Background: an optimization exercise with open tools, aiming at small area, a short achievable clock period and few clock cycles per item. Do not read the settings as production practice. Only simulation tests tie the RTL to the original design; equivalence was not proved. Power figures rest on the tool's default switching activity, not on a simulated workload.

==> flow/design.v, too long to show whole: its modules and the start of the top module <==
// module seq_mult_16bit: 1529 lines
module seq_mult_16bit (
    input  wire         clk,
    input  wire         rst_n,
    input  wire         start,
    input  wire [15:0]  a_in,
    input  wire [15:0]  b_in,
    output wire [31:0]  p_out,
    output reg          done
);
  // ...
==> flow/flow/run.sh <==
#!/bin/bash
set -euo pipefail
cd "$(dirname "$0")/.."
GRT_SETUP_MARGIN=0.6
bash standard.sh \
  "BUFFER_PORTS_ARGS=-buffer_cell sky130_fd_sc_hd__buf_2" \
  "SYNTH_ARGS=-noabc" \
  cts > flow_make_cts.log 2>&1
bash standard.sh \
  "BUFFER_PORTS_ARGS=-buffer_cell sky130_fd_sc_hd__buf_2" \
  "SYNTH_ARGS=-noabc" \
  "SETUP_SLACK_MARGIN=$GRT_SETUP_MARGIN" \
  finish > flow_make.log 2>&1
==> flow/standard.sh <==
#!/bin/bash
# synth_recipe.tcl (not shown) runs the flow's synth.tcl, then flattens the netlist and writes it again
# the make line also repeats each setting of config.mk as NAME=value (left out here)
make -C /OpenROAD-flow-scripts/flow DESIGN_CONFIG=/design/flow/config.mk WORK_HOME=/design/flow/orfs CLKGATE_MAP_FILE= SYNTH_SCRIPT=/design/flow/synth_recipe.tcl "${@:-finish}"
==> flow/config.mk <==
export PLATFORM = sky130hd
export DESIGN_NAME = seq_mult_16bit
export DESIGN_NICKNAME = seq_mult_16bit
export VERILOG_FILES = /design/flow/design.v
export SDC_FILE = /design/flow/constraint.sdc
export NUM_CORES = 4
export LEC_CHECK = 0
export ABC_AREA = 1
export CAP_MARGIN = 20
export CORE_MARGIN = 2
export CORE_UTILIZATION = 55
export CTS_BUF_LIST = sky130_fd_sc_hd__clkbuf_4 sky130_fd_sc_hd__clkbuf_8
export CTS_CLUSTER_DIAMETER = 100
export CTS_CLUSTER_SIZE = 32
export SETUP_SLACK_MARGIN = 1.0
export SLEW_MARGIN = 20
export TNS_END_PERCENT = 0
==> flow/constraint.sdc <==
create_clock -name core_clock -period 4.5 [get_ports {clk}]
set_input_delay 0.9000 -clock core_clock [delete_from_list [all_inputs] [get_ports {clk}]]
set_output_delay 0.9000 -clock core_clock [all_outputs]
set_load 0.01 [all_outputs]
==> run summary, run 1 <==
Cell area after synthesis -> 0.007428 mm²
CP max FO -> 12
NumNets Final -> 985
Core Box Area -> 0.01319 mm²
Pleak -> 0.003595 µW
Routed Antenna Nets -> 0
CP max stage delay -> 560 ps
FF+latch count -> 62
Final core occ -> 0.6229
Fmax achieved -> 279.7 MHz
Iter 0 DRT Violations -> 285
Pwr top -> combinational logic
Routed wire length -> 18880 µm
Non-CTS inverters -> 64
Worst Slack Setup Final -> 924.6 ps
Hold buffers post-CTS -> 0
Largest Register -> r0_q
Die Y-Extent -> 120.2 µm
Gate power share -> 0.692
Worst Path Arrival -> 3810 ps
Clk tree area frac -> 0.02345
Tap cell count -> 176
Critical path data required time -> 4740 ps
IO Pins -> 68
Maximum root-to-sink buffer count -> 2
Status -> no timing/DRC/antenna violations
Highest Signal Layer -> met4
Cell Int Power -> 2566 µW
Testbench counts, summed over its fixed seeds: cycles 2,400, items 2,400.
==> run 2, diff against run 1 <==
==> flow/flow/run.sh (replaced) <==
#!/bin/bash
set -euo pipefail
cd "$(dirname "$0")/.."
GRT_SETUP_MARGIN=0.6
bash standard.sh \
  "BUFFER_PORTS_ARGS=-buffer_cell sky130_fd_sc_hd__buf_1" \
  "SYNTH_ARGS=-noabc" \
  cts > flow_make_cts.log 2>&1
bash standard.sh \
  "BUFFER_PORTS_ARGS=-buffer_cell sky130_fd_sc_hd__buf_1" \
  "SYNTH_ARGS=-noabc" \
  "SETUP_SLACK_MARGIN=$GRT_SETUP_MARGIN" \
  finish > flow_make.log 2>&1
--- a/flow/config.mk
+++ b/flow/config.mk
@@ -14,4 +14,3 @@
 export CTS_CLUSTER_SIZE = 32
 export SETUP_SLACK_MARGIN = 1.0
 export SLEW_MARGIN = 20
-export TNS_END_PERCENT = 0
==> run 2 against run 1 <==
Still clean. Sequential share of layout area shrank 0.33 points. Critical path depth shrank 3. Clock-buffer cell count grew 2. Die area is the same. Synthesized cell count is the same. Clock power grew 7.3%. Cell count grew 2.4%. Flip-flop and latch count is the same. Wire length grew 0.70%. Critical path type unchanged. Largest power group unchanged.
==> run summary, run 2 <==
Status -> no timing/DRC/antenna violations (unchanged)
Starting Density -> 0.5632 (unchanged)
Synth Area in Simple Gates -> 0.06518 (unchanged)
Synth cell count leaders -> 104 x fa_1, 103 x xnor2_1, 99 x o22ai_1, 61 x dfxtp_1, 57 x ha_1 (unchanged)
Peak supply drop -> 0.3598 mV (was 0.2927 mV)
Layout Cells excl Fill -> 992 (was 969)
Post-route design area -> 0.008381 mm² (was 0.008217 mm²)
Die Area -> 0.01445 mm² (unchanged)
TritonCTS clock tree -> done (unchanged)
Inserted Diodes -> 0 (unchanged)
Critical path data required time -> 4750 ps (was 4740 ps)
Hold buffers post-CTS -> 0 (unchanged)
Top cells by area, synth -> fa_1 28%, dfxtp_1 16%, xnor2_1 12%, ha_1 9.6%, o22ai_1 8.3% (unchanged)
Clk sink count -> 62 (unchanged)
Unique cell type count in the Yosys netlist -> 31 (unchanged)
Worst-margin pin slew -> 816.1 ps (was 723.1 ps)
Most common flop cell mapped by yosys -> dfxtp_1 (unchanged)
IO Pins -> 68 (unchanged)
Worst Path Arrival -> 3790 ps (was 3810 ps)
Worst rel slew slack -> 0.4559 (was 0.5128)
H-tree depth -> 3 (unchanged)
Synth warnings -> 1 (unchanged)
Max reg flops -> 31 (unchanged)
GP Congestion -> 0.9570 (was 0.9732)
CP Launch Type -> input port (unchanged)
Clock slew at reported path FFs -> 70 ps (about the same)
Layout cells sized above 1 -> 0.2010 (was 0.2472)
Mux contribution to synthesized area -> 0 (unchanged)
Cell with the most instances after synthesis -> fa_1 (unchanged)
Top Registers -> r0_q x31, r1_q x30, done x1 (unchanged)
Mapped Cells -> 765 (unchanged)
Core Box Area -> 0.01319 mm² (unchanged)
Pin count of the biggest net entering global routing -> 21 (was 19)
Fmax achieved -> 282.7 MHz (was 279.7 MHz)
Hold Fails Final Rpt -> 0 (unchanged)
CP Capture Type -> flip-flop (unchanged)
Vias in the first global route -> 5938 (was 5838)
Area after DPL -> 0.007865 mm² (was 0.007771 mm²)
Minimum clock period -> 3537 ps (was 3575 ps)
Commonest non-fill, non-tap cell in the layout -> fa_1 (unchanged)
Remaining global-route overflow -> 0 (unchanged)
Post-synth top area share -> 0.2803 (unchanged)
Maximum root-to-sink buffer count -> 2 (unchanged)
Die Y-Extent -> 120.2 µm (unchanged)
Hpwl dp -> 15550 µm (was 15250 µm)
Total Routing Usage GR -> 0.2810 (was 0.2797)
Synth-to-Final Area Change -> 12.82% (was 10.61%)
Total CTS buffers -> 9 (unchanged)
Total power draw -> 4715 µW (was 4756 µW)
First-pass GRT wire length -> 30440 µm (was 30360 µm)
Mapped Avg Cell Area -> 9.710 µm² (unchanged)
Final core occ -> 0.6354 (was 0.6229)
RSZ-0062 raised after global routing -> no (unchanged)
Final period utilization -> 0.7860 (was 0.7945)
Asr flop ratio synth -> 0.01613 (unchanged)
Cell area after synthesis -> 0.007428 mm² (unchanged)
Final TNS setup -> 0 ps (unchanged)
Post-Synth Adder-Cell Area -> 0.3763 (unchanged)
Max Cap Viol -> 0 (unchanged)
Placed instance count -> 960 (was 944)
IO Port Bufs -> 67 (unchanged)
Routed len/inst -> 19.17 µm (was 19.49 µm)
CTS Root Cell -> clkbuf_8 (unchanged)
Commonest cells after routing, fill and taps aside -> 94 x fa_1, 93 x xnor2_1, 82 x o22ai_1, 62 x buf_1, 57 x dfxtp_1 (was 95 x fa_1, 94 x xnor2_1, 85 x o22ai_1, 66 x buf_2, 55 x dfxtp_1)
DRT Pass-1 Iters -> 5 (unchanged)
Initial antenna violation count -> 0 (unchanged)
Compound-Gate Fraction of Synth Area -> 0.1241 (unchanged)
NumNets Final -> 1007 (was 985)
Area share of xor/xnor cells in the synthesized design -> 0.1674 (unchanged)
Residual DRC count -> 0 (unchanged)
Iter 0 DRT Violations -> 367 (was 285)
CP max FO -> 16 (was 12)
Routed Antenna Nets -> 0 (unchanged)
Mapped Nets -> 961 (unchanged)
Critical path class -> input port to flip-flop (unchanged)
Synth area leader -> fa_1 (unchanged)
# rows -> 42 (unchanged)
EDFF count, synth -> 0 (unchanged)
Die X -> 120.2 µm (unchanged)
Total vias in the final route -> 5542 (was 5509)
Pleak -> 0.003543 µW (was 0.003595 µW)
Largest Register -> r0_q (unchanged)
Cell Pwr Density -> 562.6 mW/mm² (was 578.8 mW/mm²)
Seq/Total Area, Yosys -> 0.1678 (unchanged)
Routed wire length -> 19010 µm (was 18880 µm)
Number of synthesized register bits -> 62 (unchanged)
Vias/cell -> 5.587 (was 5.685)
Min-delay worst type -> input port to asynchronous set/reset pin (unchanged)
Slew Limit Fails -> 0 (unchanged)
Largest family of logic cells by synthesized area -> adder cells (unchanged)
Final setup viols -> 0 (unchanged)
## run 2: changes by cell type in the layout (fill, tap and decap cells not counted), sizes merged
cell,before,now
buf,92,114
clkbuf,11,13
clkinv,6,5
clkinvlp,3,6
inv,58,55
## run 2: power by group
part	leakage (µW)	total (µW)	internal [µW]	switching, µW
Sequential	0.000525	960	813	147
Clock	0.000106	531	297	234
Combinational	0.00291	3220	1390	1830
## run 2: logic make-up after synthesis
group           Yosys count
compound gates          151
xor+xnor                142
fa+ha+maj               161
buf+inv                 143
flops                    62
simple gates            106
## run 2: layer usage
metal | share of wire | track usage | up-vias
li1 | - | - | 2611
met1 | 0.45 | 0.3846 | 2715
met2 | 0.47 | 0.4570 | 184
met3 | 0.060 | 0.05283 | 32
met4 | 0.019 | 0.08430 | 0
met5 | 0 | 0 | -
## run 2: timing repair
action | in CTS | in global routing
gates resized for setup | 42 | 0
setup endpoints to repair | 33 | 0
buffers inserted | 16 | 0
## run 2: area by class of cell
cell class              instances  area (µm²)
multi-input cells             560        5798
fillers                      1129        4810
flip-flops and latches         62        1251
repair buffers                114       630.6
inverters                      64       271.5
well taps                     176       220.2
clock buffers                  13       166.4
clock inverters                 3       42.54
## run 2: metrics by stage
step | setup WS, ps | hold slack, ps
global placement | 499.3 | 662.9
floorplan | 983.1 | 604.4
global route | 808.3 | 258.9
finish | 963.2 | 269.0
CTS | 954.9 | 255.1
detailed placement | 468.0 | 663.8
## run 2: worst paths after layout
kind | depth (start not counted) | slack, ps | start | end
max in group asynchronous | 1 | 4140 | rst_n | done$_DFF_PN0_
min in group core_clock | 1 | 620 | start | done$_DFF_PN0_
worst min-delay path | 1 | 270 | rst_n | done$_DFF_PN0_
worst max-delay path | 9 | 960 | b_in[5] | r1_q[20]$_DFF_P_
## run 2: worst max-delay path, stage by stage
cell     delay, ps
buf_1          230
buf_4          330
xor2_1         250
nand2_1        110
o21ai_1        160
fa_1           450
fa_1           400
fa_1           530
fa_1           410
==> run 3, diff against run 2 <==
==> flow/flow/run.sh (replaced) <==
#!/bin/bash
set -euo pipefail
cd "$(dirname "$0")/.."
GRT_SETUP_MARGIN=0.6
bash standard.sh \
  "BUFFER_PORTS_ARGS=-buffer_cell sky130_fd_sc_hd__buf_2" \
  "SYNTH_ARGS=-noabc" \
  cts > flow_make_cts.log 2>&1
bash standard.sh \
  "BUFFER_PORTS_ARGS=-buffer_cell sky130_fd_sc_hd__buf_2" \
  "SYNTH_ARGS=-noabc" \
  "SETUP_SLACK_MARGIN=$GRT_SETUP_MARGIN" \
  finish > flow_make.log 2>&1
==> run 3 against run 2 <==
Still clean on timing, DRC and antenna. Combinational power is 2% lower. Synthesized area unchanged. Global-route usage shrank 1.1 points. Final area is 2.7% lower. Flip-flop and latch count did not move. First-iteration DRC count decreased by 19%. Clock-buffer cell count grew 1.
==> run summary, run 3 <==
H-tree depth -> 3 (unchanged)
Die Y-Extent -> 120.2 µm (unchanged)
Place WS -> 389.3 ps (was 468.0 ps)
Synth area leader -> fa_1 (unchanged)
Synth-to-Final Area Change -> 9.820% (was 12.82%)
Minimum clock period -> 3514 ps (was 3537 ps)
Initial antenna violation count -> 0 (unchanged)
Vias/cell -> 5.602 (was 5.587)
Unique cell type count in the Yosys netlist -> 31 (unchanged)
Commonest non-fill, non-tap cell in the layout -> fa_1 (unchanged)
Max Cap Viol -> 0 (unchanged)
CP max FO -> 12 (was 16)
EDFF count, synth -> 0 (unchanged)
RSZ-0062 raised after global routing -> no (unchanged)
Worst-margin pin slew -> 598.4 ps (was 816.1 ps)
IO Port Bufs -> 67 (unchanged)
Routed Antenna Nets -> 0 (unchanged)
Final setup viols -> 0 (unchanged)
CTS Root Cell -> clkbuf_8 (unchanged)
Critical path class -> input port to flip-flop (unchanged)
Peak supply drop -> 0.2838 mV (was 0.3598 mV)
WP buf/inv -> 2 (unchanged)
Final period utilization -> 0.7808 (was 0.7860)
Clock power frac -> 0.117 (was 0.113)
Number of synthesized register bits -> 62 (unchanged)
Worst Path Arrival -> 3750 ps (was 3790 ps)
Inserted Diodes -> 0 (unchanged)
IO Pins -> 68 (unchanged)
Cell Pwr Density -> 572.5 mW/mm² (was 562.6 mW/mm²)
Layout cells sized above 1 -> 0.2287 (was 0.2010)
Final TNS setup -> 0 ps (unchanged)
Gate power share -> 0.680 (was 0.684)
Slew Limit Fails -> 0 (unchanged)
Synth warnings -> 1 (unchanged)
Die Area -> 0.01445 mm² (unchanged)
Seq/Total Area, Yosys -> 0.1678 (unchanged)
Hpwl dp -> 14830 µm (was 15550 µm)
Total Routing Usage GR -> 0.2702 (was 0.2810)
Mapped Cells -> 765 (unchanged)
CP Capture Type -> flip-flop (unchanged)
Clock slew at reported path FFs -> 70 ps (about the same)
Vias in the first global route -> 5634 (was 5938)
Clk sink count -> 62 (unchanged)
Residual DRC count -> 0 (unchanged)
Commonest cells after routing, fill and taps aside -> 95 x fa_1, 93 x xnor2_1, 83 x o22ai_1, 65 x buf_2, 61 x dfxtp_1 (was 94 x fa_1, 93 x xnor2_1, 82 x o22ai_1, 62 x buf_1, 57 x dfxtp_1)
# rows -> 42 (unchanged)
Hold Fails Final Rpt -> 0 (unchanged)
Slowest cell on the critical path -> fa_1 (unchanged)
Critical path data required time -> 4740 ps (was 4750 ps)
Routed len/inst -> 18.93 µm (was 19.17 µm)
Fmax achieved -> 284.6 MHz (was 282.7 MHz)
Top cells by area, synth -> fa_1 28%, dfxtp_1 16%, xnor2_1 12%, ha_1 9.6%, o22ai_1 8.3% (unchanged)
DRT Pass-1 Iters -> 5 (unchanged)
Pleak -> 0.003588 µW (was 0.003543 µW)
Synth cell count leaders -> 104 x fa_1, 103 x xnor2_1, 99 x o22ai_1, 61 x dfxtp_1, 57 x ha_1 (unchanged)
Worst path top cell family by delay -> adder cells (unchanged)
Worst Slack Setup Final -> 986.4 ps (was 963.2 ps)
Core Box Area -> 0.01319 mm² (unchanged)
GP Congestion -> 0.9463 (was 0.9570)
Mapped Avg Cell Area -> 9.710 µm² (unchanged)
Top Registers -> r0_q x31, r1_q x30, done x1 (unchanged)
Most common flop cell mapped by yosys -> dfxtp_1 (unchanged)
Starting Density -> 0.5632 (unchanged)
TritonCTS clock tree -> done (unchanged)
Stages on the worst setup path -> 8 (was 9)
Cell Int Power -> 2547 µW (was 2503 µW)
Post-route design area -> 0.008158 mm² (was 0.008381 mm²)
Hold buffers post-CTS -> 0 (unchanged)
P_sw -> 2123 µW (was 2212 µW)
Asr flop ratio synth -> 0.01613 (unchanged)
Iter 0 DRT Violations -> 296 (was 367)
Largest Register -> r0_q (unchanged)
Min-delay worst type -> input port to asynchronous set/reset pin (unchanged)
Remaining global-route overflow -> 0 (unchanged)
Cell mode on critical path -> fa_1 (unchanged)
Cell Chain, Critical Path -> buf_4 -> ha_1 -> inv_1 -> o22ai_1 -> fa_1 -> fa_1 -> fa_1 -> fa_1 (was buf_1 -> buf_4 -> xor2_1 -> nand2_1 -> o21ai_1 -> fa_1 -> fa_1 -> fa_1 -> fa_1)
Worst rel slew slack -> 0.5969 (was 0.4559)
Total vias in the final route -> 5395 (was 5542)
NumNets Final -> 978 (was 1007)
Die X -> 120.2 µm (unchanged)
Sequential Power Share -> 0.204 (about the same)
Total CTS buffers -> 9 (unchanged)
Mapped Nets -> 961 (unchanged)
Pin count of the biggest net entering global routing -> 18 (was 21)
CP max stage delay -> 570 ps (was 530 ps)
Fill count -> 1130 (was 1129)
Area after DPL -> 0.007821 mm² (was 0.007865 mm²)
Status -> no timing/DRC/antenna violations (unchanged)
Max reg flops -> 31 (unchanged)
Sw frac -> 0.4545 (was 0.4691)
Cell with the most instances after synthesis -> fa_1 (unchanged)
Post-synth top area share -> 0.2803 (unchanged)
Maximum root-to-sink buffer count -> 2 (unchanged)
Cell area after synthesis -> 0.007428 mm² (unchanged)
Routed wire length -> 18230 µm (was 19010 µm)
First-pass GRT wire length -> 29530 µm (was 30440 µm)
CP Launch Type -> input port (unchanged)
run 3: path summary, 6_finish.rpt:
path,end,from,slack [ps]
max in group asynchronous,done$_DFF_PN0_,rst_n,4120
setup / recovery,r1_q[18]$_DFF_P_,b_in[1],990
hold / removal,done$_DFF_PN0_,rst_n,300
min in group core_clock,done$_DFF_PN0_,start,640
run 3: power by group through the flow:
| stage | clock network (µW) | registers, µW | logic, µW |
|---|---|---|---|
| 3_5_place_dp | 0 | 965 | 3180 |
| 6_report | 545 | 952 | 3170 |
| 3_3_place_gp | 0 | 959 | 3050 |
| 2_1_floorplan | 0 | 928 | 2810 |
| 5_1_grt | 587 | 980 | 3640 |
| 4_1_cts | 562 | 956 | 3240 |
run 3: logic make-up (layout without fill, tap and decap cells):
logic type,after synthesis,in the layout,share of synthesized area
fa+ha+maj,161,161,0.3763
compound gates,151,151,0.1241
buf+inv,143,165,0.09921
xor+xnor,142,142,0.1674
simple gates,106,106,0.06518
flops,62,62,0.1678
run 3: layout make-up:
class | instances | area (µm²) | area share
clock buffers | 14 | 186.4 | 0.02285
inverters | 64 | 261.5 | 0.03206
multi-input cells | 560 | 5731 | 0.7025
clock inverters | 2 | 37.54 | 0.004601
repair buffers | 85 | 475.5 | 0.05828
flip-flops and latches | 62 | 1246 | 0.1528
well taps | 176 | 220.2 | 0.02699
run 3: repair_timing:
action	4_1_cts	5_1_grt
buffers inserted	4	0
resized for setup	19	0
setup endpoints to repair	29	0
run 3: per-stage QoR:
stage                     total power, µW    util  hold WS, ps  cells
final                                4670  0.6185        297.4    963
after global routing                 5204  0.6185        277.3    963
after CTS                            4754  0.6185        282.9    963
after detailed placement             4144  0.5930        677.6    943
after global placement               4008  0.5930        674.5    943
after floorplan                      3743       -        604.4    765
run 3: metal layers:
metal / global-route usage / wire [µm] / vias up
li1: - / - / 2552
met1: 0.3867 / 8414 / 2633
met2: 0.4261 / 8282 / 183
met3: 0.04528 / 1156 / 27
met4: 0.07631 / 377 / 0
met5: 0 / 0 / -
==> run 4, diff against run 3 <==
--- a/flow/config.mk
+++ b/flow/config.mk
@@ -12,5 +12,5 @@
 export CTS_BUF_LIST = sky130_fd_sc_hd__clkbuf_4 sky130_fd_sc_hd__clkbuf_8
 export CTS_CLUSTER_DIAMETER = 100
 export CTS_CLUSTER_SIZE = 32
-export SETUP_SLACK_MARGIN = 1.0
+export SETUP_SLACK_MARGIN = 1.1
 export SLEW_MARGIN = 20
==> run 4 against run 3 <==
Die area did not move. Sequential share of layout area fell by 0.82 points. Setup slack got worse by 25 ps. Cell count rose by 0.52%. Critical endpoint is now p_out[30]. Final area rose by 6.4%. Synthesized cell count did not move. Still clean. Sequential power rose by 3.5%. Via count rose by 2.0%. Critical path type is now flip-flop to output pin. Clock-buffer cell count fell by 2. Flip-flop and latch count did not move.
==> run summary, run 4 <==
RSZ-0062 raised after global routing -> no (unchanged)
Worst-margin pin slew -> 744.4 ps (was 598.4 ps)
Synth Area in Simple Gates -> 0.06518 (unchanged)
Min-delay worst type -> input port to asynchronous set/reset pin (unchanged)
Synth warnings -> 1 (unchanged)
Mapped Cells -> 765 (unchanged)
Mapped Nets -> 961 (unchanged)
Sw frac -> 0.4509 (was 0.4545)
CP max FO -> 4 (was 12)
Clock slew at reported path FFs -> 70 ps (about the same)
Status -> no timing/DRC/antenna violations (unchanged)
Core Box Area -> 0.01319 mm² (unchanged)
Sequential Power Share -> 0.198 (was 0.204)
Total Routing Usage GR -> 0.2850 (was 0.2702)
Die X -> 120.2 µm (unchanged)
Largest Register -> r0_q (unchanged)
Cell area after synthesis -> 0.007428 mm² (unchanged)
Routed Antenna Nets -> 0 (unchanged)
Vias/cell -> 5.685 (was 5.602)
Peak supply drop -> 0.3209 mV (was 0.2838 mV)
Clk sink count -> 62 (unchanged)
Die Y-Extent -> 120.2 µm (unchanged)
Hpwl dp -> 15370 µm (was 14830 µm)
Slew Limit Fails -> 0 (unchanged)
Fmax achieved -> 282.6 MHz (was 284.6 MHz)
Mux contribution to synthesized area -> 0 (unchanged)
GP Congestion -> 0.9868 (was 0.9463)
Final period utilization -> 0.7864 (was 0.7808)
Remaining global-route overflow -> 0 (unchanged)
Max Cap Viol -> 0 (unchanged)
Cell Pwr Density -> 573.1 mW/mm² (was 572.5 mW/mm²)
# rows -> 42 (unchanged)
Most common flop cell mapped by yosys -> dfxtp_1 (unchanged)
Top Registers -> r0_q x31, r1_q x30, done x1 (unchanged)
Fill count -> 1034 (was 1130)
CTS Root Cell -> clkbuf_8 (unchanged)
Routed wire length -> 19340 µm (was 18230 µm)
Clock power frac -> 0.113 (was 0.117)
CP Capture Type -> output pin (was flip-flop)
Critical path data required time -> 3600 ps (was 4740 ps)
Commonest cells after routing, fill and taps aside -> 83 x xnor2_1, 82 x fa_1, 80 x o22ai_1, 64 x buf_2, 54 x dfxtp_1 (was 95 x fa_1, 93 x xnor2_1, 83 x o22ai_1, 65 x buf_2, 61 x dfxtp_1)
Worst Path Arrival -> 2640 ps (was 3750 ps)
Final setup viols -> 0 (unchanged)
Gate power share -> 0.689 (was 0.680)
Area share of xor/xnor cells in the synthesized design -> 0.1674 (unchanged)
H-tree depth -> 3 (unchanged)
Hold buffers post-CTS -> 0 (unchanged)
IO Port Bufs -> 67 (unchanged)
Post-synth top area share -> 0.2803 (unchanged)
Inserted Diodes -> 0 (unchanged)
Post-Route Hold Slack -> 282.6 ps (was 297.4 ps)
Layout cells sized above 1 -> 0.3056 (was 0.2287)
Routed len/inst -> 19.97 µm (was 18.93 µm)
Unique cell type count in the Yosys netlist -> 31 (unchanged)
Commonest non-fill, non-tap cell in the layout -> xnor2_1 (was fa_1)
Initial antenna violation count -> 0 (unchanged)
Iter 0 DRT Violations -> 213 (was 296)
Post-Synth Adder-Cell Area -> 0.3763 (unchanged)
TritonCTS clock tree -> done (unchanged)
Number of synthesized register bits -> 62 (unchanged)
Largest family of logic cells by synthesized area -> adder cells (unchanged)
Die Area -> 0.01445 mm² (unchanged)
Synth area leader -> fa_1 (unchanged)
Pin count of the biggest net entering global routing -> 18 (unchanged)
Maximum root-to-sink buffer count -> 2 (unchanged)
Total CTS buffers -> 9 (unchanged)
P_sw -> 2242 µW (was 2123 µW)
Compound-Gate Fraction of Synth Area -> 0.1241 (unchanged)
CP Launch Type -> flip-flop (was input port)
EDFF count, synth -> 0 (unchanged)
NumNets Final -> 983 (was 978)
Minimum clock period -> 3539 ps (was 3514 ps)
IO Pins -> 68 (unchanged)
Pleak -> 0.003684 µW (was 0.003588 µW)
Seq/Total Area, Yosys -> 0.1678 (unchanged)
Worst rel slew slack -> 0.4985 (was 0.5969)
Mapped Avg Cell Area -> 9.710 µm² (unchanged)
Total vias in the final route -> 5503 (was 5395)
Residual DRC count -> 0 (unchanged)
Final TNS setup -> 0 ps (unchanged)
DRT Pass-1 Iters -> 6 (was 5)
Hold Fails Final Rpt -> 0 (unchanged)
Vias in the first global route -> 5752 (was 5634)
Synth-to-Final Area Change -> 16.83% (was 9.820%)
Critical path class -> flip-flop to output pin (was input port to flip-flop)
Synth cell count leaders -> 104 x fa_1, 103 x xnor2_1, 99 x o22ai_1, 61 x dfxtp_1, 57 x ha_1 (unchanged)
Starting Density -> 0.5632 (unchanged)
Cell Int Power -> 2731 µW (was 2547 µW)
Cell with the most instances after synthesis -> fa_1 (unchanged)
Asr flop ratio synth -> 0.01613 (unchanged)
First-pass GRT wire length -> 30660 µm (was 29530 µm)
Max reg flops -> 31 (unchanged)
Top cells by area, synth -> fa_1 28%, dfxtp_1 16%, xnor2_1 12%, ha_1 9.6%, o22ai_1 8.3% (unchanged)
-- run 4: area by class of cell --
| type | instances | area [µm²] | share of cell area |
|---|---|---|---|
| Timing Repair Buffer | 90 | 531.8 | 0.06127 |
| Inverter | 64 | 287.8 | 0.03316 |
| Multi-Input combinational cell | 560 | 6161 | 0.7099 |
| Tap cell | 176 | 220.2 | 0.02537 |
| Sequential cell | 62 | 1255 | 0.1446 |
| Clock buffer | 12 | 152.6 | 0.01759 |
| Clock inverter | 4 | 70.07 | 0.008074 |
-- run 4: what timing repair did --
item                                    4_1_cts  5_1_grt
endpoints found under the setup margin       34        0
setup buffers                                13        0
resized for setup                            50        0
-- run 4: worst max-delay path by stage --
stage                          from                to  slack (ps)  cells past startpoint
finish              r0_q[7]$_DFF_P_         p_out[30]         960                     15
global placement            b_in[1]  r1_q[16]$_DFF_P_         580                      8
CTS                 r1_q[5]$_DFF_P_         p_out[30]         970                     15
detailed placement          b_in[3]  r1_q[18]$_DFF_P_         520                     10
floorplan                  b_in[15]  r1_q[18]$_DFF_P_        1070                     11
global route        r1_q[7]$_DFF_P_         p_out[30]         810                     15
-- run 4: per-stage QoR --
stage | utilization | std cells | power, µW | worst slack (ps) | instance area, µm²
after floorplan | - | 765 | 3816 | 1072 | 8138
after global placement | 0.6147 | 939 | 4068 | 584.8 | 8108
after detailed placement | 0.6147 | 939 | 4216 | 521.8 | 8108
after CTS | 0.6579 | 968 | 5022 | 967.9 | 8678
after global routing | 0.6579 | 968 | 5486 | 810.1 | 8678
final | 0.6579 | 968 | 4974 | 961.3 | 8678
-- run 4: critical path, stage by stage, from the launching register on --
cell and delay, ps:
dfxtp_2 330, ha_4 250, nand2_1 60, nand2_1 80
a21oi_4 200, nand2_2 100, nand2_2 100, nand2_4 80
nand2_4 90, nand2_4 70, nand2_2 70, nand2_2 70
nand2_2 80, nand2_2 60, fa_1 510, buf_2 130
-- run 4: cell families (layout without fill, tap and decap cells) --
family	after synthesis	after routing
AND/OR/NAND/NOR	106	106
adder cells (fa/ha/maj)	161	161
buffers and inverters	143	170
AO/OA/AOI/OAI	151	151
flip-flops	62	62
XOR/XNOR	142	142
-- run 4: per-layer routing --
| metal | global-route usage | routed length [µm] | vias up |
|---|---|---|---|
| met5 | 0 | 0 | - |
| met4 | 0.09157 | 445 | 0 |
| li1 | - | - | 2577 |
| met3 | 0.07830 | 1525 | 35 |
| met2 | 0.4506 | 8878 | 191 |
| met1 | 0.3823 | 8485 | 2700 |
-- run 4: power groups by stage --
stage / Combinational, µW / Sequential [µW] / Clock, µW
2_1_floorplan: 2890 / 928 / 0
3_3_place_gp: 3110 / 958 / 0
3_5_place_dp: 3240 / 973 / 0
4_1_cts: 3450 / 990 / 579
5_1_grt: 3870 / 1010 / 602
6_report: 3430 / 985 / 564
==> run 5, diff against run 4 <==
--- a/flow/config.mk
+++ b/flow/config.mk
@@ -12,5 +12,5 @@
 export CTS_BUF_LIST = sky130_fd_sc_hd__clkbuf_4 sky130_fd_sc_hd__clkbuf_8
 export CTS_CLUSTER_DIAMETER = 100
 export CTS_CLUSTER_SIZE = 32
-export SETUP_SLACK_MARGIN = 1.1
+export SETUP_SLACK_MARGIN = 0.9
 export SLEW_MARGIN = 20
==> run 5 against run 4 <==
Highest routed layer unchanged. Critical endpoint is now r1_q[21]$_DFF_P_. Synthesized cell count unchanged. Still clean on timing, DRC and antenna. Worst hold slack better by 9.7 ps. Utilization down 5.3 points. Sequential share of layout area up 1.2 points.
==> run summary, run 5 <==
Number of synthesized register bits -> 62 (unchanged)
RSZ-0062 raised after global routing -> no (unchanged)
Total CTS buffers -> 9 (unchanged)
Min-delay worst type -> input port to asynchronous set/reset pin (unchanged)
Final TNS setup -> 0 ps (unchanged)
Critical path data required time -> 4750 ps (was 3600 ps)
Hpwl dp -> 15570 µm (was 15370 µm)
Final period utilization -> 0.8144 (was 0.7864)
CTS Root Cell -> clkbuf_8 (unchanged)
Worst rel slew slack -> 0.5740 (was 0.4985)
Hold Fails Final Rpt -> 0 (unchanged)
Die Area -> 0.01445 mm² (unchanged)
Post-route design area -> 0.007979 mm² (was 0.008678 mm²)
Mapped Cells -> 765 (unchanged)
Clock slew at reported path FFs -> 60 ps (was 70 ps)
Slowest cell on the critical path -> fa_1 (unchanged)
TritonCTS clock tree -> done (unchanged)
Inserted Diodes -> 0 (unchanged)
IO Pins -> 68 (unchanged)
Commonest non-fill, non-tap cell in the layout -> fa_1 (was xnor2_1)
Post-synth top area share -> 0.2803 (unchanged)
Starting Density -> 0.5632 (unchanged)
Max reg flops -> 31 (unchanged)
FF+latch area -> 0.001246 mm² (was 0.001255 mm²)
Routed wire length -> 19010 µm (was 19340 µm)
CP max stage delay -> 530 ps (was 510 ps)
Most common flop cell mapped by yosys -> dfxtp_1 (unchanged)
IO Port Bufs -> 67 (unchanged)
Seq/Total Area, Yosys -> 0.1678 (unchanged)
CP max FO -> 8 (was 4)
Total vias in the final route -> 5457 (was 5503)
Area after DPL -> 0.007680 mm² (was 0.008108 mm²)
Worst-margin pin slew -> 632.4 ps (was 744.4 ps)
Largest Register -> r0_q (unchanged)
Maximum root-to-sink buffer count -> 2 (unchanged)
Critical path class -> input port to flip-flop (was flip-flop to output pin)
Total Routing Usage GR -> 0.2811 (was 0.2850)
Top cells by area, synth -> fa_1 28%, dfxtp_1 16%, xnor2_1 12%, ha_1 9.6%, o22ai_1 8.3% (unchanged)
Hold buffers post-CTS -> 0 (unchanged)
Layout Cells excl Fill -> 968 (unchanged)
Vias in the first global route -> 5848 (was 5752)
Placed instance count -> 950 (was 939)
Cell Pwr Density -> 585.5 mW/mm² (was 573.1 mW/mm²)
Residual DRC count -> 0 (unchanged)
Post-Route Hold Slack -> 292.3 ps (was 282.6 ps)
Synth cell count leaders -> 104 x fa_1, 103 x xnor2_1, 99 x o22ai_1, 61 x dfxtp_1, 57 x ha_1 (unchanged)
Synth warnings -> 1 (unchanged)
GP Congestion -> 0.9497 (was 0.9868)
Cell Chain, Critical Path -> buf_2 -> ha_1 -> clkinvlp_4 -> o21ai_0 -> fa_1 -> fa_1 -> fa_1 -> fa_1 (was ha_4 -> nand2_1 -> nand2_1 -> a21oi_4 -> nand2_2 -> nand2_2 -> nand2_4 -> nand2_4 -> nand2_4 -> nand2_2 -> nand2_2 -> nand2_2 -> nand2_2 -> fa_1 -> buf_2)
Initial antenna violation count -> 0 (unchanged)
Cell with the most instances after synthesis -> fa_1 (unchanged)
Synth area leader -> fa_1 (unchanged)
Top Registers -> r0_q x31, r1_q x30, done x1 (unchanged)
Routed len/inst -> 19.64 µm (was 19.97 µm)
Layout cells sized above 1 -> 0.1843 (was 0.3056)
Remaining global-route overflow -> 0 (unchanged)
Core Box Area -> 0.01319 mm² (unchanged)
Status -> no timing/DRC/antenna violations (unchanged)
Fmax achieved -> 272.9 MHz (was 282.6 MHz)
Iter 0 DRT Violations -> 292 (was 213)
Die X -> 120.2 µm (unchanged)
EDFF count, synth -> 0 (unchanged)
Cell area after synthesis -> 0.007428 mm² (unchanged)
Minimum clock period -> 3665 ps (was 3539 ps)
Mapped Nets -> 961 (unchanged)
Pleak -> 0.003540 µW (was 0.003684 µW)
Die Y-Extent -> 120.2 µm (unchanged)
Fill count -> 1209 (was 1034)
Area of the multi-input gates -> 0.005530 mm² (was 0.006161 mm²)
Peak supply drop -> 0.3709 mV (was 0.3209 mV)
H-tree depth -> 3 (unchanged)
Worst Path Arrival -> 3910 ps (was 2640 ps)
Asr flop ratio synth -> 0.01613 (unchanged)
Synth-to-Final Area Change -> 7.411% (was 16.83%)
Cell mode on critical path -> fa_1 (was nand2_2)
Pin count of the biggest net entering global routing -> 20 (was 18)
Clk sink count -> 62 (unchanged)
CP Launch Type -> input port (was flip-flop)
Unique cell type count in the Yosys netlist -> 31 (unchanged)
DRT Pass-1 Iters -> 5 (was 6)
First-pass GRT wire length -> 30480 µm (was 30660 µm)
Slew Limit Fails -> 0 (unchanged)
CP Capture Type -> flip-flop (was output pin)
Routed Antenna Nets -> 0 (unchanged)
Vias/cell -> 5.637 (was 5.685)
NumNets Final -> 983 (unchanged)
Commonest cells after routing, fill and taps aside -> 104 x fa_1, 103 x xnor2_1, 92 x o22ai_1, 66 x buf_2, 61 x dfxtp_1 (was 83 x xnor2_1, 82 x fa_1, 80 x o22ai_1, 64 x buf_2, 54 x dfxtp_1)
Max Cap Viol -> 0 (unchanged)
Final setup viols -> 0 (unchanged)
Mapped Avg Cell Area -> 9.710 µm² (unchanged)
# rows -> 42 (unchanged)
==> run 5: cell counts after synthesis <==
No cell type changed its count.
==> run 5: report_power, final <==
group | internal, µW | total, µW | switching, µW
Clock | 337 | 559 | 222
Sequential | 811 | 948 | 137
Combinational | 1390 | 3160 | 1770
==> run 5: critical path, delay by kind of cell <==
| family | cells | cell delay [ps] |
|---|---|---|
| AO/OA/AOI/OAI | 1 | 370 |
| adder cells (fa/ha/maj) | 5 | 2270 |
| buffers and inverters | 2 | 370 |
==> run 5: routing by layer <==
metal,part of all wire,GRT usage
met1,0.45,0.3913
met3,0.065,0.04764
met4,0.015,0.08503
met5,0,0
met2,0.47,0.4531
==> run 5: cell families after synthesis <==
| family | share of synthesized area |
|---|---|
| fa+ha+maj | 0.3763 |
| compound gates | 0.1241 |
| buf+inv | 0.09921 |
| xor+xnor | 0.1674 |
| simple gates | 0.06518 |
| flops | 0.1678 |
==> run 5: cell type report <==
type | count | area share
Clock buffer | 12 | 0.01913
Clock inverter | 4 | 0.008782
Inverter | 64 | 0.03074
Multi-Input combinational cell | 560 | 0.6931
Sequential cell | 62 | 0.1562
Tap cell | 176 | 0.02760
Timing Repair Buffer | 90 | 0.06445
==> run 5: how the worst max path moves through the flow <==
stage                     slack, ps               end       startpoint
after global placement          410  r1_q[19]$_DFF_P_         b_in[11]
final                           840  r1_q[21]$_DFF_P_         b_in[12]
after global routing            730         p_out[23]  r0_q[9]$_DFF_P_
after detailed placement        320  r1_q[15]$_DFF_P_         b_in[13]
after floorplan                 900  r1_q[19]$_DFF_P_         b_in[11]
after CTS                       880  r1_q[21]$_DFF_P_         b_in[12]
==> run 5: stage by stage <==
step / utilization / worst slack (ps) / total power (µW)
after floorplan: - / 902.8 / 3701
after global placement: 0.5822 / 413.3 / 3998
after detailed placement: 0.5822 / 323.3 / 4140
after CTS: 0.6049 / 881.5 / 4745
after global routing: 0.6049 / 729.0 / 5189
final: 0.6049 / 835.2 / 4672
==> run 5: what timing repair did <==
action	CTS	global route
resized for setup	16	0
buffers inserted	2	0
endpoints found under the setup margin	28	0
==> run 6, diff against run 5 <==
--- a/flow/config.mk
+++ b/flow/config.mk
@@ -8,9 +8,9 @@
 export ABC_AREA = 1
 export CAP_MARGIN = 20
 export CORE_MARGIN = 2
-export CORE_UTILIZATION = 55
+export CORE_UTILIZATION = 65
 export CTS_BUF_LIST = sky130_fd_sc_hd__clkbuf_4 sky130_fd_sc_hd__clkbuf_8
 export CTS_CLUSTER_DIAMETER = 100
 export CTS_CLUSTER_SIZE = 32
-export SETUP_SLACK_MARGIN = 0.9
+export SETUP_SLACK_MARGIN = 1.0
 export SLEW_MARGIN = 20
==> run 6 against run 5 <==
Flip-flop and latch count is the same. Synthesized cell count stayed put. Global-route usage up 3.3 points.
==> run summary, run 6 <==
Status -> no timing/DRC/antenna violations (unchanged)
Max Cap Viol -> 0 (unchanged)
Peak supply drop -> 0.5399 mV (was 0.3709 mV)
CTS Root Cell -> clkbuf_8 (unchanged)
Mux contribution to synthesized area -> 0 (unchanged)
Remaining global-route overflow -> 0 (unchanged)
Mapped Nets -> 961 (unchanged)
IO Pins -> 68 (unchanged)
Area after DPL -> 0.007765 mm² (was 0.007680 mm²)
Routed len/inst -> 19.52 µm (was 19.64 µm)
Number of synthesized register bits -> 62 (unchanged)
Residual DRC count -> 0 (unchanged)
H-tree depth -> 3 (unchanged)
Area share of xor/xnor cells in the synthesized design -> 0.1674 (unchanged)
EDFF count, synth -> 0 (unchanged)
Compound-Gate Fraction of Synth Area -> 0.1241 (unchanged)
Commonest non-fill, non-tap cell in the layout -> fa_1 (unchanged)
Slew Limit Fails -> 0 (unchanged)
Critical path class -> input port to flip-flop (unchanged)
Die Y-Extent -> 110.9 µm (was 120.2 µm)
Vias in the first global route -> 5760 (was 5848)
First-pass GRT wire length -> 29950 µm (was 30480 µm)
Largest family of logic cells by synthesized area -> adder cells (unchanged)
Core Box Area -> 0.01127 mm² (was 0.01319 mm²)
Initial antenna violation count -> 0 (unchanged)
Post-route design area -> 0.008185 mm² (was 0.007979 mm²)
Pleak -> 0.003599 µW (was 0.003540 µW)
Inserted Diodes -> 0 (unchanged)
Total vias in the final route -> 5564 (was 5457)
TritonCTS clock tree -> done (unchanged)
Total CTS buffers -> 9 (unchanged)
Final period utilization -> 0.7895 (was 0.8144)
Vias/cell -> 5.983 (was 5.637)
Post-Synth Adder-Cell Area -> 0.3763 (unchanged)
DRT Pass-1 Iters -> 5 (unchanged)
Most common flop cell mapped by yosys -> dfxtp_1 (unchanged)
GP Congestion -> 0.9914 (was 0.9497)
NumNets Final -> 978 (was 983)
IO Port Bufs -> 67 (unchanged)
Largest Register -> r0_q (unchanged)
Iter 0 DRT Violations -> 358 (was 292)
Die Area -> 0.01230 mm² (was 0.01445 mm²)
Asr flop ratio synth -> 0.01613 (unchanged)
Routed wire length -> 18150 µm (was 19010 µm)
Worst rel slew slack -> 0.5243 (was 0.5740)
Synth warnings -> 1 (unchanged)
Pin count of the biggest net entering global routing -> 19 (was 20)
Seq/Total Area, Yosys -> 0.1678 (unchanged)
Total power draw -> 4810 µW (was 4672 µW)
Mapped Avg Cell Area -> 9.710 µm² (unchanged)
Post-synth top area share -> 0.2803 (unchanged)
Worst-margin pin slew -> 706.1 ps (was 632.4 ps)
Maximum root-to-sink buffer count -> 2 (unchanged)
Die X -> 110.9 µm (was 120.2 µm)
Synth Area in Simple Gates -> 0.06518 (unchanged)
Hpwl dp -> 14620 µm (was 15570 µm)
Place WS -> 459.4 ps (was 323.3 ps)
Starting Density -> 0.6590 (was 0.5632)
Mapped Cells -> 765 (unchanged)
Cell area after synthesis -> 0.007428 mm² (unchanged)
Synth area leader -> fa_1 (unchanged)
Clock slew at reported path FFs -> 70 ps (was 60 ps)
Synth-to-Final Area Change -> 10.19% (was 7.411%)
Worst Path Arrival -> 3770 ps (was 3910 ps)
Minimum clock period -> 3553 ps (was 3665 ps)
RSZ-0062 raised after global routing -> no (unchanged)
CP max FO -> 18 (was 8)
Routed Antenna Nets -> 0 (unchanged)
Top cells by area, synth -> fa_1 28%, dfxtp_1 16%, xnor2_1 12%, ha_1 9.6%, o22ai_1 8.3% (unchanged)
Max reg flops -> 31 (unchanged)
CP Launch Type -> input port (unchanged)
Unique cell type count in the Yosys netlist -> 31 (unchanged)
Clk sink count -> 62 (unchanged)
Worst Slack Setup Final -> 947.5 ps (was 835.2 ps)
Synth cell count leaders -> 104 x fa_1, 103 x xnor2_1, 99 x o22ai_1, 61 x dfxtp_1, 57 x ha_1 (unchanged)
Cell with the most instances after synthesis -> fa_1 (unchanged)
Top Registers -> r0_q x31, r1_q x30, done x1 (unchanged)
Hold Fails Final Rpt -> 0 (unchanged)
Hold buffers post-CTS -> 0 (unchanged)
# rows -> 39 (was 42)
CP Capture Type -> flip-flop (unchanged)
Layout cells sized above 1 -> 0.2376 (was 0.1843)
Min-delay worst type -> input port to asynchronous set/reset pin (unchanged)
Fmax achieved -> 281.5 MHz (was 272.9 MHz)
Cell Pwr Density -> 587.6 mW/mm² (was 585.5 mW/mm²)
Total Routing Usage GR -> 0.3141 (was 0.2811)
Commonest cells after routing, fill and taps aside -> 94 x fa_1, 93 x xnor2_1, 84 x o22ai_1, 65 x buf_2, 58 x dfxtp_1 (was 104 x fa_1, 103 x xnor2_1, 92 x o22ai_1, 66 x buf_2, 61 x dfxtp_1)
Final setup viols -> 0 (unchanged)
Critical path data required time -> 4720 ps (was 4750 ps)
Final TNS setup -> 0 ps (unchanged)
-- run 6: changes by cell type in the layout (fill, tap and decap cells not counted), sizes merged --
| cell | previous run | this run |
|---|---|---|
| clkinv | 6 | 5 |
| clkinvlp | 1 | 3 |
| clkbuf | 12 | 13 |
| inv | 59 | 57 |
| buf | 90 | 85 |
-- run 6: cell type report --
cell class / instances / area, µm²
multi-input combinational: 560 / 5771
fill: 833 / 3087
sequential: 62 / 1250
timing repair buffer: 85 / 486.7
inverter: 64 / 261.5
tap: 143 / 178.9
clock buffer: 13 / 172.7
clock inverter: 3 / 65.06
-- run 6: worst max path at each step --
stage	startpoint	endpoint	slack [ps]	depth (start not counted)
detailed placement	b_in[13]	r1_q[19]$_DFF_P_	460	10
global route	b_in[5]	r1_q[19]$_DFF_P_	820	9
floorplan	b_in[13]	r1_q[15]$_DFF_P_	980	8
finish	b_in[3]	r1_q[14]$_DFF_P_	950	12
CTS	r0_q[6]$_DFF_P_	p_out[30]	1000	15
global placement	b_in[13]	r1_q[19]$_DFF_P_	510	10
-- run 6: cell families (layout without fill, tap and decap cells) --
| group | after synthesis | count (layout) |
|---|---|---|
| xor+xnor | 142 | 142 |
| buf+inv | 143 | 165 |
| fa+ha+maj | 161 | 161 |
| simple gates | 106 | 106 |
| compound gates | 151 | 151 |
| flops | 62 | 62 |
-- run 6: power breakdown --
part	switching, µW	total, µW	internal, µW	leakage [µW]
clock network	220	582	362	0.000123
registers	145	958	813	0.000525
logic	1810	3270	1460	0.00295
total	2170	4810	2630	0.00360
-- run 6: worst max-delay path: stages --
cell and delay [ps]:
buf_2 150, buf_8 200, inv_1 80, nand3_1 70, nand2_1 70, inv_1 110, buf_4 200, o22ai_2 90
fa_1 530, fa_2 390, fa_1 530, fa_1 450
-- run 6: metrics by stage --
stage | instances | hold slack (ps) | utilization
5_1_grt | 930 | 290.8 | 0.7262
3_3_place_gp | 908 | 674.7 | 0.6889
2_1_floorplan | 765 | 604.4 | -
6_report | 930 | 299.4 | 0.7262
3_5_place_dp | 908 | 675.4 | 0.6889
4_1_cts | 930 | 285.6 | 0.7262
-- run 6: what timing repair did --
action / CTS / global route
setup endpoints to repair: 25 / 0
setup buffers: 6 / 0
resized for setup: 30 / 0
-- run 6: metal layers --
layer,track usage,up-vias,wire (µm)
met5,0,-,0
met4,0.08250,0,288
met3,0.07108,18,1655
met2,0.4814,237,8183
met1,0.4552,2749,8026
li1,-,2560,-
==> run 7, diff against run 6 <==
--- a/flow/config.mk
+++ b/flow/config.mk
@@ -8,7 +8,7 @@
 export ABC_AREA = 1
 export CAP_MARGIN = 20
 export CORE_MARGIN = 2
-export CORE_UTILIZATION = 65
+export CORE_UTILIZATION = 45
 export CTS_BUF_LIST = sky130_fd_sc_hd__clkbuf_4 sky130_fd_sc_hd__clkbuf_8
 export CTS_CLUSTER_DIAMETER = 100
 export CTS_CLUSTER_SIZE = 32
==> run 7 against run 6 <==
Flip-flop and latch count unchanged. Clock power decreased by 21%. Clock-buffer cell count increased by 2. Die area increased by 43%. Combinational power about the same. Largest cell class unchanged.
==> run summary, run 7 <==
RSZ-0062 raised after global routing -> no (unchanged)
Cell with the most instances after synthesis -> fa_1 (unchanged)
Sw frac -> 0.4592 (was 0.4521)
# rows -> 46 (was 39)
Final TNS setup -> 0 ps (unchanged)
Total CTS buffers -> 9 (unchanged)
CP Launch Type -> input port (unchanged)
Vias/cell -> 5.385 (was 5.983)
Total vias in the final route -> 5396 (was 5564)
Final period utilization -> 0.7907 (was 0.7895)
Die Area -> 0.01755 mm² (was 0.01230 mm²)
CP max FO -> 15 (was 18)
Pin count of the biggest net entering global routing -> 18 (was 19)
IO Port Bufs -> 67 (unchanged)
H-tree depth -> 3 (unchanged)
Synth warnings -> 1 (unchanged)
IO Pins -> 68 (unchanged)
Largest Register -> r0_q (unchanged)
Hold buffers post-CTS -> 0 (unchanged)
Sequential Power Share -> 0.204 (was 0.199)
First-pass GRT wire length -> 29970 µm (was 29950 µm)
Asr flop ratio synth -> 0.01613 (unchanged)
CP Capture Type -> flip-flop (unchanged)
DRT Pass-1 Iters -> 5 (unchanged)
Routed len/inst -> 18.40 µm (was 19.52 µm)
Critical path data required time -> 4750 ps (was 4720 ps)
Cell Int Power -> 2521 µW (was 2635 µW)
Residual DRC count -> 0 (unchanged)
Pleak -> 0.003561 µW (was 0.003599 µW)
Top cells by area, synth -> fa_1 28%, dfxtp_1 16%, xnor2_1 12%, ha_1 9.6%, o22ai_1 8.3% (unchanged)
Total Routing Usage GR -> 0.2215 (was 0.3141)
Post-synth top area share -> 0.2803 (unchanged)
Synth area leader -> fa_1 (unchanged)
GP Congestion -> 0.9659 (was 0.9914)
Max reg flops -> 31 (unchanged)
Maximum root-to-sink buffer count -> 2 (unchanged)
Cell area after synthesis -> 0.007428 mm² (unchanged)
Commonest cells after routing, fill and taps aside -> 93 x xnor2_1, 93 x fa_1, 85 x o22ai_1, 66 x buf_2, 59 x dfxtp_1 (was 94 x fa_1, 93 x xnor2_1, 84 x o22ai_1, 65 x buf_2, 58 x dfxtp_1)
Vias in the first global route -> 5667 (was 5760)
CP max stage delay -> 540 ps (was 530 ps)
Routed wire length -> 18440 µm (was 18150 µm)
Hpwl dp -> 15090 µm (was 14620 µm)
Mapped Nets -> 961 (unchanged)
Mapped Avg Cell Area -> 9.710 µm² (unchanged)
Unique cell type count in the Yosys netlist -> 31 (unchanged)
Starting Density -> 0.4643 (was 0.6590)
Hold Fails Final Rpt -> 0 (unchanged)
Routed Antenna Nets -> 0 (unchanged)
Initial antenna violation count -> 0 (unchanged)
Remaining global-route overflow -> 0 (unchanged)
Mapped Cells -> 765 (unchanged)
Inserted Diodes -> 0 (unchanged)
Top Registers -> r0_q x31, r1_q x30, done x1 (unchanged)
EDFF count, synth -> 0 (unchanged)
Min-delay worst type -> input port to asynchronous set/reset pin (unchanged)
Cell Chain, Critical Path -> buf_2 -> inv_1 -> nand3_1 -> nand2_1 -> inv_1 -> o21ai_0 -> fa_1 -> fa_1 -> fa_1 -> fa_1 (was buf_2 -> buf_8 -> inv_1 -> nand3_1 -> nand2_1 -> inv_1 -> buf_4 -> o22ai_2 -> fa_1 -> fa_2 -> fa_1 -> fa_1)
Clock slew at reported path FFs -> 60 ps (was 70 ps)
Worst path top cell family by delay -> adder cells (unchanged)
Critical path class -> input port to flip-flop (unchanged)
Most common flop cell mapped by yosys -> dfxtp_1 (unchanged)
TritonCTS clock tree -> done (unchanged)
Worst-margin pin slew -> 571.4 ps (was 706.1 ps)
Clock power frac -> 0.099 (was 0.121)
Synth cell count leaders -> 104 x fa_1, 103 x xnor2_1, 99 x o22ai_1, 61 x dfxtp_1, 57 x ha_1 (unchanged)
Minimum clock period -> 3558 ps (was 3553 ps)
Worst Path Arrival -> 3800 ps (was 3770 ps)
Cell mode on critical path -> fa_1 (unchanged)
Status -> no timing/DRC/antenna violations (unchanged)
P_sw -> 2140 µW (was 2175 µW)
Layout cells sized above 1 -> 0.2290 (was 0.2376)
Total power draw -> 4661 µW (was 4810 µW)
Gate power share -> 0.697 (was 0.680)
Number of synthesized register bits -> 62 (unchanged)
Core Box Area -> 0.01600 mm² (was 0.01127 mm²)
Slew Limit Fails -> 0 (unchanged)
Layout Cells excl Fill -> 1002 (was 930)
Iter 0 DRT Violations -> 321 (was 358)
Final setup viols -> 0 (unchanged)
Peak supply drop -> 0.2952 mV (was 0.5399 mV)
CTS Root Cell -> clkbuf_8 (unchanged)
Max Cap Viol -> 0 (unchanged)
Placed instance count -> 980 (was 908)
Fill count -> 1531 (was 833)
Die Y-Extent -> 132.5 µm (was 110.9 µm)
NumNets Final -> 977 (was 978)
Slowest cell on the critical path -> fa_1 (unchanged)
WP buf/inv -> 3 (was 5)
Seq/Total Area, Yosys -> 0.1678 (unchanged)
Final core occ -> 0.5102 (was 0.7262)
Synth-to-Final Area Change -> 9.904% (was 10.19%)
Cell Pwr Density -> 570.9 mW/mm² (was 587.6 mW/mm²)
Clk sink count -> 62 (unchanged)
Die X -> 132.5 µm (was 110.9 µm)
Fmax achieved -> 281.1 MHz (was 281.5 MHz)
Worst rel slew slack -> 0.6151 (was 0.5243)
-- run 7: worst max path at each step --
stage / depth (start not counted) / slack (ps) / end / from
3_5_place_dp: 8 / 460 / r1_q[18]$_DFF_P_ / b_in[1]
3_3_place_gp: 8 / 500 / r1_q[18]$_DFF_P_ / b_in[1]
4_1_cts: 15 / 950 / p_out[30] / r1_q[6]$_DFF_P_
2_1_floorplan: 8 / 980 / r1_q[15]$_DFF_P_ / b_in[13]
6_report: 10 / 940 / r1_q[20]$_DFF_P_ / b_in[5]
5_1_grt: 15 / 780 / p_out[30] / r1_q[6]$_DFF_P_
-- run 7: through the flow --
stage                     worst slack (ps)  area (µm²)  hold slack (ps)
after floorplan                      983.1        7697            604.4
after global placement               495.9        7849            673.9
after detailed placement             460.2        7849            675.1
after CTS                            945.6        8164            267.4
after global routing                 783.6        8164            278.0
final                                941.9        8164            293.3
-- run 7: cells by family after synthesis --
kind of cell	Yosys count	share of synthesized area
AOI/OAI and AO/OA	151	0.1241
xor gates and xnor gates	142	0.1674
adders and majority gates	161	0.3763
buffers and inverters	143	0.09921
DFF	62	0.1678
and+or+nand+nor	106	0.06518
-- run 7: repair_timing --
item,4_1_cts,5_1_grt
buffers inserted,6,0
resized for setup,20,0
endpoints found under the setup margin,26,0
-- run 7: layer usage --
metal / global-route usage / vias to the layer above / routed length [µm] / part of all wire
met5: 0 / - / 0 / 0
met4: 0.08483 / 0 / 380 / 0.021
met3: 0.02950 / 25 / 1037 / 0.056
met2: 0.3558 / 154 / 8518 / 0.46
met1: 0.3060 / 2671 / 8498 / 0.46
li1: - / 2546 / - / -
-- run 7: cell type report --
type | count | area [µm²] | area share
clock inverter | 1 | 5.005 | 0.0006130
tap | 216 | 270.3 | 0.03310
multi-input combinational | 560 | 5731 | 0.7019
inverter | 64 | 261.5 | 0.03203
clock buffer | 15 | 175.2 | 0.02146
timing repair buffer | 84 | 473.0 | 0.05793
sequential | 62 | 1249 | 0.1530
-- run 7: power groups by stage --
stage | logic (µW) | clock network [µW] | registers (µW)
after floorplan | 2810 | 0 | 928
after global placement | 3110 | 0 | 951
after detailed placement | 3190 | 0 | 958
after CTS | 3310 | 480 | 954
after global routing | 3710 | 502 | 978
final | 3250 | 461 | 949

[afterwards: timing with drivers on the ports]
How much do the figures lean on ideal ports? The routed layouts below were timed once more, with nothing changed but the port constraints.
Step 1: set_driving_cell puts a clkbuf_16 on clk and a buf_2 on each other input, an assumption about the parent block.
Step 2, shift: input delay + t, output delay - t, t = (earliest + latest rising clock arrival at the registers) / 2. This alone moves slack from input paths to output paths.
Three values: ideal ports, drivers, drivers and shift; two values: the first two.
run	t (ns)	setup WS [ns]	worst setup path after step 2	worst register clock-pin slew, ns
run 1	0.404	0.925 / 0.934 / 0.530	input to register	0.07 / 0.07
run 2	0.409	0.963 / 0.952 / 0.543	input to register	0.07 / 0.07
run 3	0.395	0.986 / 0.969 / 0.605	input to register	0.07 / 0.07
run 4	0.408	0.961 / 0.923 / 0.640	input to register	0.07 / 0.07
run 5	0.406	0.835 / 0.855 / 0.449	input to register	0.07 / 0.07
run 6	0.390	0.947 / 0.947 / 0.568	input to register	0.07 / 0.07
run 7	0.405	0.942 / 0.942 / 0.550	input to register	0.07 / 0.07
After both steps setup and hold are still met in every run listed. For run 2, which loses most, drivers alone change the setup slack by -0.011 ns; drivers and shift together by -0.420 ns.
